From an optimization exercise on the open Yosys and OpenROAD flow, aimed at small area, a short achievable clock period and few clock cycles per item; shortcuts taken in it are not production practice. No activity file was given, so power comes from the tool's default toggle rates.

==> run a: inputs <==
## RFILE
module RFILE(clk, rst, A_x, A_y, B_x, B_y, C_x, C_y, rssiA, rssiB, rssiC,
             valueA, valueB, valueC, expA, expB, expC, busy, out_valid, xt, yt);
input           clk;
input           rst;
input  [7:0]    A_x, A_y, B_x, B_y, C_x, C_y;
input  [19:0]   rssiA, rssiB, rssiC;
input  [15:0]   valueA, valueB, valueC;
output reg [11:0] expA, expB, expC;
output reg      busy;
output reg      out_valid;
output reg [7:0] xt, yt;
reg  [8:0] ph;            
reg  [2:0] k;             
reg        knz;           
reg  [2:0] cnt;           
wire       first = ph[7];
wire [2:0] cn = first ? ({1'b0, fs} + k) : cnt - 3'd1;
wire       fin = ph[8] && (cn == 3'd1);
reg  [1:0] fc;            
wire       fe = (fc != 2'd0);
always @(posedge clk or posedge rst) begin
    if (rst) begin
        ph <= 9'd1;
    end else begin
        ph <= fin ? 9'd1 : {ph[8] | ph[7], ph[6:0], 1'b0};
    end
end
always @(posedge clk) begin
    out_valid <= fin;
    busy <= ~fin;
end
always @(posedge clk) begin
    cnt <= cn;
    if (first) fc <= fs - 2'd1;
    else if (fc != 2'd0) fc <= fc - 2'd1;
end
function [13:0] f_exp(input [19:0] u);
    reg [19:0] z; reg [2:0] r, rn; reg [16:0] q; integer j; reg b;
    begin
        z = 20'd806912 - u;
        r = 3'd0;
        for (j = 18; j >= 2; j = j - 1) begin
            b = z[j];
            case (r)
                3'd0: begin q[j-2] = 1'b0; rn = {2'b00, b}; end
                3'd1: begin q[j-2] = 1'b0; rn = {2'b01, b}; end
                3'd2: begin q[j-2] = b;    rn = b ? 3'd0 : 3'd4; end
                3'd3: begin q[j-2] = 1'b1; rn = b ? 3'd2 : 3'd1; end
                default: begin q[j-2] = 1'b1; rn = b ? 3'd4 : 3'd3; end
            endcase
            r = rn;
        end
        f_exp = q[13:0];
    end
endfunction
reg  [19:0] rs;            
reg  [1:0]  iA, iB, iC;
wire [13:0] e = f_exp(rs);
always @(posedge clk) begin
    rs <= ph[0] ? rssiA : ph[1] ? rssiB : ph[2] ? rssiC : ph[3] ? {4'd0, valueA} : ph[4] ? {4'd0, valueB} : {4'd0, valueC};
    if (ph[1]) {iA, expA} <= e;
    if (ph[2]) {iB, expB} <= e;
    if (ph[3]) {iC, expC} <= e;
end
wire [15:0] vr = rs[15:0];
reg  [7:0]  cx, cy;
wire [1:0]  isel = ph[4] ? iA : ph[5] ? iB : iC;
wire du_i0 = (isel == 2'd0), du_i1 = (isel == 2'd1), du_i2 = (isel == 2'd2), du_i3 = (isel == 2'd3);
wire du_0 = (du_i0 & vr[0]);
wire du_1 = (du_i0 & vr[1]);
  ...
Settings: LEC_CHECK=0, ABC_AREA=1, CAP_MARGIN=20, CORE_MARGIN=2, CORE_UTILIZATION=40, CTS_BUF_LIST=sky130_fd_sc_hd__clkbuf_8 sky130_fd_sc_hd__clkbuf_16, CTS_CLUSTER_DIAMETER=100, CTS_CLUSTER_SIZE=40, SLEW_MARGIN=20; clock period 115.0 ns.
standard.sh (not shown) runs the stock make flow with config.mk's settings and CLKGATE_MAP_FILE= SYNTH_SCRIPT=/design/flow/synth_recipe.tcl, a recipe that flattens the netlist after the stock synthesis.
==> flow/flow/run.sh <==
#!/bin/bash
# Standard layout (the standard.sh) with two changes:
#  - synthesis script flow/syn.tcl (the standard flow's script with Yosys synth -noabc and
#    the final ABC mapping done by flow/abc_map.script),
#  - port buffers are sky130_fd_sc_hd__buf_1 (every port still gets one).
set -euo pipefail
HERE=$(pwd)
export FLOW_ABC_SCRIPT=$HERE/flow/abc_map.script
sed -e "s#SYNTH_SCRIPT=[^ ]*#SYNTH_SCRIPT=$HERE/flow/syn.tcl#" \
    -e "s#make -C #make BUFFER_PORTS_ARGS='-buffer_cell sky130_fd_sc_hd__buf_1' -C #" \
    standard.sh > flow_standard.sh
grep -q "flow/syn.tcl" flow_standard.sh
grep -q "BUFFER_PORTS_ARGS" flow_standard.sh
bash flow_standard.sh finish > make.log 2>&1
==> flow/flow/abc_map.script <==
strash
dch -f
map -D 18000
topo
stime -c
buffer -c
upsize -c
dnsize -c
==> flow/flow/syn.tcl <==
# The standard flow's synthesis script (synth_recipe.tcl) with two changes to the
# combinational mapping only; registers are unchanged:
#  - Yosys's generic synth runs without its early "abc -fast" pass (-noabc).
#    That pass rewrites XOR/majority logic so that extract_fa builds full
#    adders with inverted pins and leaves inverters between them.
#  - The final ABC mapping uses flow/abc_map.script (delay-targeted mapping
#    with area recovery, then the usual buffering and sizing) in place of the
#    ORFS script, whose delay target of 115 ps makes it map for speed only.
proc synth {args} { yosys synth -nofsm -noshare -noabc {*}$args }
proc abc {args} {
  set i [lsearch -exact $args -script]
  if {$i >= 0 && [info exists ::env(FLOW_ABC_SCRIPT)]} {
    lset args [expr {$i + 1}] $::env(FLOW_ABC_SCRIPT)
  }
  puts "abc mapping script: [lindex $args [expr {$i + 1}]]"
  yosys abc {*}$args
}
source $::env(SCRIPTS_DIR)/synth.tcl
# left out here: clear keep_hierarchy, flatten, clean up, hide names made inside functions, write 1_2_yosys.v
==> run b (differences from run a) <==
--- a/flow/design.v
+++ b/flow/design.v
@@ -3,37 +3,39 @@
              valueA, valueB, valueC, expA, expB, expC, busy, out_valid, xt, yt);
 input           clk;
 input           rst;
 input  [7:0]    A_x, A_y, B_x, B_y, C_x, C_y;
 input  [19:0]   rssiA, rssiB, rssiC;
 input  [15:0]   valueA, valueB, valueC;
 output reg [11:0] expA, expB, expC;
-output reg      busy;
+output          busy;
 output reg      out_valid;
 output reg [7:0] xt, yt;
+reg  [4:0] t;
 reg  [8:0] ph;            
 reg  [2:0] k;             
 reg        knz;           
 reg  [2:0] cnt;           
 wire       first = ph[7];
 wire [2:0] cn = first ? ({1'b0, fs} + k) : cnt - 3'd1;
 wire       fin = ph[8] && (cn == 3'd1);
 reg  [1:0] fc;            
 wire       fe = (fc != 2'd0);
 always @(posedge clk or posedge rst) begin
     if (rst) begin
+        t <= 5'd0;
         ph <= 9'd1;
+        out_valid <= 1'b0;
     end else begin
+        t <= fin ? 5'd0 : (t == 5'd8) ? t : t + 5'd1;
         ph <= fin ? 9'd1 : {ph[8] | ph[7], ph[6:0], 1'b0};
+        out_valid <= fin;
     end
 end
-always @(posedge clk) begin
-    out_valid <= fin;
-    busy <= ~fin;
-end
+assign busy = ~out_valid;
 always @(posedge clk) begin
     cnt <= cn;
     if (first) fc <= fs - 2'd1;
     else if (fc != 2'd0) fc <= fc - 2'd1;
 end
 function [13:0] f_exp(input [19:0] u);
     reg [19:0] z; reg [2:0] r, rn; reg [16:0] q; integer j; reg b;
@@ -50,24 +52,24 @@
                 default: begin q[j-2] = 1'b1; rn = b ? 3'd4 : 3'd3; end
             endcase
             r = rn;
         end
         f_exp = q[13:0];
     end
 endfunction
-reg  [19:0] rs;            
+reg  [19:0] rs;
 reg  [1:0]  iA, iB, iC;
 wire [13:0] e = f_exp(rs);
 always @(posedge clk) begin
-    rs <= ph[0] ? rssiA : ph[1] ? rssiB : ph[2] ? rssiC : ph[3] ? {4'd0, valueA} : ph[4] ? {4'd0, valueB} : {4'd0, valueC};
+    rs <= ph[0] ? rssiA : ph[1] ? rssiB : rssiC;
     if (ph[1]) {iA, expA} <= e;
     if (ph[2]) {iB, expB} <= e;
     if (ph[3]) {iC, expC} <= e;
 end
-wire [15:0] vr = rs[15:0];
+reg  [15:0] vr;
 reg  [7:0]  cx, cy;
 wire [1:0]  isel = ph[4] ? iA : ph[5] ? iB : iC;
 wire du_i0 = (isel == 2'd0), du_i1 = (isel == 2'd1), du_i2 = (isel == 2'd2), du_i3 = (isel == 2'd3);
 wire du_0 = (du_i0 & vr[0]);
 wire du_1 = (du_i0 & vr[1]);
 wire du_2 = (du_i1 & vr[0]);
 wire du_3 = (du_i0 & vr[2]);
@@ -673,24 +675,25 @@
 wire sq_405 = sq_372 ^ sq_373 ^ sq_404;
 wire sq_406 = (sq_372 & sq_373) | (sq_372 & sq_404) | (sq_373 & sq_404);
 wire sq_407 = sq_374 ^ sq_375 ^ sq_406;
 wire sq_408 = (sq_374 & sq_375) | (sq_374 & sq_406) | (sq_375 & sq_406);
 wire [15:0] sq_sum = {sq_407, sq_405, sq_403, sq_401, sq_399, sq_397, sq_395, sq_393, sq_391, sq_389, sq_387, sq_385, sq_383, sq_381, sq_379, sq_377};
 wire [15:0] w = sq_sum;
 always @(posedge clk) begin
+    vr <= ph[3] ? valueA : ph[4] ? valueB : valueC;
     {cx, cy} <= ph[3] ? {A_x, A_y} : ph[4] ? {B_x, B_y} : {C_x, C_y};
 end
 reg  [15:0] c0, c1;
 always @(posedge clk) begin
     if (ph[0]) c0 <= {A_x, B_x};
     else if (ph[4]) c0 <= w;
-    else c0 <= c0 - w;
+    else if (ph[5]) c0 <= c0 - w;
     if (ph[0]) c1 <= {C_x, A_y};
     else if (ph[5]) c1 <= w;
-    else c1 <= c1 - w;
+    else if (ph[6]) c1 <= c1 - w;
 end
 wire signed [8:0] x0 = {1'b0, c0[7:0]} - {1'b0, c0[15:8]};
 wire signed [8:0] nx1 = {1'b0, c0[7:0]} - {1'b0, c1[15:8]};    
 wire signed [8:0] ny0 = {1'b0, c1[7:0]} - {1'b0, g[15:8]};     
 wire signed [8:0] y1 = {1'b0, g[7:0]} - {1'b0, g[15:8]};
 wire [15:0] ma = ph[6] ? c0 : first ? c1 : ph[2] ? {{7{fx[17]}}, fx[17:9]} : {{7{fx[8]}}, fx[8:0]};
 wire [8:0]  mpx = ph[2] ? fy[17:9] : ph[3] ? fy[8:0] : ph[6] ? fx[17:9] : fx[8:0];
@@ -1574,25 +1577,25 @@
         knz <= 1'b0;
     end else if (ph[4] | ph[5] | ph[6]) begin
         if (g[17:10] == 8'd0) begin g <= {g[9:0], 8'd0}; k <= k + 3'd2; knz <= 1'b1; end
         else if (g[17:14] == 4'd0) begin g <= {g[13:0], 4'd0}; k <= k + 3'd1; knz <= 1'b1; end
     end
 end
 wire [24:0] nx = mxo;
-wire f4x = knz & ((gb17 & (&nx[24:20] | ~|nx[24:20])) | (gb16 & (&nx[24:19] | ~|nx[24:19])) | (gb15 & (&nx[24:18] | ~|nx[24:18])) | (gb14 & (&nx[24:17] | ~|nx[24:17])));
-wire f8x = (gb17) | (gb16 & (&nx[24:23] | ~|nx[24:23])) | (gb15 & (&nx[24:22] | ~|nx[24:22])) | (gb14 & (&nx[24:21] | ~|nx[24:21]));
+wire f4x = knz & ((gb17 & (&nx[24:21] | ~|nx[24:21])) | (gb16 & (&nx[24:20] | ~|nx[24:20])) | (gb15 & (&nx[24:19] | ~|nx[24:19])) | (gb14 & (&nx[24:18] | ~|nx[24:18])));
+wire f8x = (gb17) | (gb16) | (gb15 & (&nx[24:23] | ~|nx[24:23])) | (gb14 & (&nx[24:22] | ~|nx[24:22]));
 wire [24:0] ny = myo;
-wire f4y = knz & ((gb17 & (&ny[24:20] | ~|ny[24:20])) | (gb16 & (&ny[24:19] | ~|ny[24:19])) | (gb15 & (&ny[24:18] | ~|ny[24:18])) | (gb14 & (&ny[24:17] | ~|ny[24:17])));
-wire f8y = (gb17) | (gb16 & (&ny[24:23] | ~|ny[24:23])) | (gb15 & (&ny[24:22] | ~|ny[24:22])) | (gb14 & (&ny[24:21] | ~|ny[24:21]));
+wire f4y = knz & ((gb17 & (&ny[24:21] | ~|ny[24:21])) | (gb16 & (&ny[24:20] | ~|ny[24:20])) | (gb15 & (&ny[24:19] | ~|ny[24:19])) | (gb14 & (&ny[24:18] | ~|ny[24:18])));
+wire f8y = (gb17) | (gb16) | (gb15 & (&ny[24:23] | ~|ny[24:23])) | (gb14 & (&ny[24:22] | ~|ny[24:22]));
 wire f4 = f4x & f4y;
 wire f8 = f8x & f8y;
 wire [1:0] fs = f4 ? 2'd1 : f8 ? 2'd2 : 2'd3;    
-wire [18:0] rix = f4 ? {nx[24], nx[20:3]} : f8 ? {nx[24], nx[24:7]} : {{5{nx[24]}}, nx[24:11]};
-wire [3:0] fix = f4 ? {nx[2:0], 1'b0} : f8 ? nx[6:3] : nx[10:7];
-wire [17:0] ffx = f4 ? {18{nx[24]}} : f8 ? {nx[2:0], 1'b0, {14{nx[24]}}} : {nx[6:0], 1'b0, {10{nx[24]}}};
+wire [18:0] rix = f4 ? {nx[24], nx[21:4]} : f8 ? {{2{nx[24]}}, nx[24:8]} : {{6{nx[24]}}, nx[24:12]};
+wire [3:0] fix = f4 ? nx[3:0] : f8 ? nx[7:4] : nx[11:8];
+wire [17:0] ffx = f4 ? 18'd0 : f8 ? {nx[3:0], 14'd0} : {nx[7:0], 10'd0};
 reg  [18:0] rx;
 reg  [17:0] fx;
 reg         negx;
 wire [18:0] rrx0 = first ? rix : rx;
 wire fbx0 = first ? fix[3] : (fe & fx[17]);
 wire ivx0 = ~rrx0[18];
 wire [19:0] xax0 = {rrx0, fbx0};
@@ -1986,25 +1989,25 @@
 wire ax3_s16 = ax3_p16 ^ ax3_c16;
 wire ax3_s17 = ax3_p17 ^ ax3_c17;
 wire ax3_s18 = ax3_p18 ^ ax3_c18;
 wire ax3_s19 = ax3_p19 ^ ax3_c19;
 wire [18:0] rrx4 = {ax3_s18, ax3_s17, ax3_s16, ax3_s15, ax3_s14, ax3_s13, ax3_s12, ax3_s11, ax3_s10, ax3_s9, ax3_s8, ax3_s7, ax3_s6, ax3_s5, ax3_s4, ax3_s3, ax3_s2, ax3_s1, ax3_s0};
 wire qx3 = ~ax3_s19;
 wire [3:0] qx = {qx0, qx1, qx2, qx3};
-wire [7:0]  qqx = {fx[4:0], qx[3:1]};
-wire        nzx = rrx3[18] ? (rrx3 != negg) : (rrx3 != 19'd0);
+wire [7:0]  qqx = {fx[3:0], qx};
+wire        nzx = rrx4[18] ? (rrx4 != negg) : (rrx4 != 19'd0);
 wire [7:0]  bqx = qqx ^ {8{sgnd}};
 wire [7:0]  bix = bqx + 8'd1;
 wire [7:0]  resx = (sgnd ^ (negx & nzx)) ? bix : bqx;
 always @(posedge clk) begin
     if (first) negx <= nx[24];
 end
-wire [18:0] riy = f4 ? {ny[24], ny[20:3]} : f8 ? {ny[24], ny[24:7]} : {{5{ny[24]}}, ny[24:11]};
-wire [3:0] fiy = f4 ? {ny[2:0], 1'b0} : f8 ? ny[6:3] : ny[10:7];
-wire [17:0] ffy = f4 ? {18{ny[24]}} : f8 ? {ny[2:0], 1'b0, {14{ny[24]}}} : {ny[6:0], 1'b0, {10{ny[24]}}};
+wire [18:0] riy = f4 ? {ny[24], ny[21:4]} : f8 ? {{2{ny[24]}}, ny[24:8]} : {{6{ny[24]}}, ny[24:12]};
+wire [3:0] fiy = f4 ? ny[3:0] : f8 ? ny[7:4] : ny[11:8];
+wire [17:0] ffy = f4 ? 18'd0 : f8 ? {ny[3:0], 14'd0} : {ny[7:0], 10'd0};
 reg  [18:0] ry;
 reg  [17:0] fy;
 reg         negy;
 wire [18:0] rry0 = first ? riy : ry;
 wire fby0 = first ? fiy[3] : (fe & fy[17]);
 wire ivy0 = ~rry0[18];
 wire [19:0] xay0 = {rry0, fby0};
@@ -2398,16 +2401,16 @@
 wire ay3_s16 = ay3_p16 ^ ay3_c16;
 wire ay3_s17 = ay3_p17 ^ ay3_c17;
 wire ay3_s18 = ay3_p18 ^ ay3_c18;
 wire ay3_s19 = ay3_p19 ^ ay3_c19;
 wire [18:0] rry4 = {ay3_s18, ay3_s17, ay3_s16, ay3_s15, ay3_s14, ay3_s13, ay3_s12, ay3_s11, ay3_s10, ay3_s9, ay3_s8, ay3_s7, ay3_s6, ay3_s5, ay3_s4, ay3_s3, ay3_s2, ay3_s1, ay3_s0};
 wire qy3 = ~ay3_s19;
 wire [3:0] qy = {qy0, qy1, qy2, qy3};
-wire [7:0]  qqy = {fy[4:0], qy[3:1]};
-wire        nzy = rry3[18] ? (rry3 != negg) : (rry3 != 19'd0);
+wire [7:0]  qqy = {fy[3:0], qy};
+wire        nzy = rry4[18] ? (rry4 != negg) : (rry4 != 19'd0);
 wire [7:0]  bqy = qqy ^ {8{sgnd}};
 wire [7:0]  biy = bqy + 8'd1;
 wire [7:0]  resy = (sgnd ^ (negy & nzy)) ? biy : bqy;
 always @(posedge clk) begin
     if (first) negy <= ny[24];
 end
 always @(posedge clk) begin
==> flow/flow/run.sh (replaced) <==
#!/bin/bash
# Standard layout (the standard.sh) with two changes:
#  - synthesis script flow/syn.tcl (the standard flow's script, Yosys synth -noabc),
#  - port buffers are sky130_fd_sc_hd__buf_1 (every port still gets one).
set -euo pipefail
HERE=$(pwd)
sed -e "s#SYNTH_SCRIPT=[^ ]*#SYNTH_SCRIPT=$HERE/flow/syn.tcl#" \
    -e "s#make -C #make BUFFER_PORTS_ARGS='-buffer_cell sky130_fd_sc_hd__buf_1' -C #" \
    standard.sh > flow_standard.sh
grep -q "flow/syn.tcl" flow_standard.sh
grep -q "BUFFER_PORTS_ARGS" flow_standard.sh
bash flow_standard.sh finish > make.log 2>&1
==> flow/flow/syn.tcl (replaced) <==
# The standard flow's synthesis script (synth_recipe.tcl) with one change: Yosys's generic
# synth runs without its early "abc -fast" pass (-noabc). That pass rewrites
# the XOR/majority logic so that extract_fa builds full adders with inverted
# pins and leaves inverters between them. Registers are unchanged.
proc synth {args} { yosys synth -nofsm -noshare -noabc {*}$args }
source $::env(SCRIPTS_DIR)/synth.tcl
# left out here: clear keep_hierarchy, flatten, clean up, hide names made inside functions, write 1_2_yosys.v
Settings changed: CTS_BUF_LIST sky130_fd_sc_hd__clkbuf_8 sky130_fd_sc_hd__clkbuf_16 to unset, CTS_CLUSTER_DIAMETER 100 to unset, CTS_CLUSTER_SIZE 40 to unset.
removed: flow/flow/abc_map.script
==> comparison <==
Between run a and run b, the lower worst hold slack is in run a (gap 50 ps). In run b the clock power is larger than in run a, by 36%. Utilization: run b is higher than run a (0.28 points). In run b the clock skew is lower than in run a, by 11 ps.
Function was not checked in any run of this note: the RTL went through the layout flow alone.

## separate check: timing with driven ports
The results above use ideal ports. As a check the final layouts listed here were re-extracted and re-timed, cells and wires unchanged.
Step 1 assumes that a clkbuf_16 drives the clock port and a buf_2 every other input.
Step 2 moves the port delays by t, midway between the first and last clock arrival at a register: inputs arrive t later, outputs are due t later. That takes back most of the time a late clock gives input paths.
Three values: no drivers, after step 1, after step 2; two values: the first two.
run	t (ns)	slack for setup (ns)	cell pins on the clock port's net
run a	0.647	90.832 / 90.758 / 90.910	1
run b	0.624	90.820 / 90.757 / 91.256	1
After both steps setup and hold are still met in every run listed.
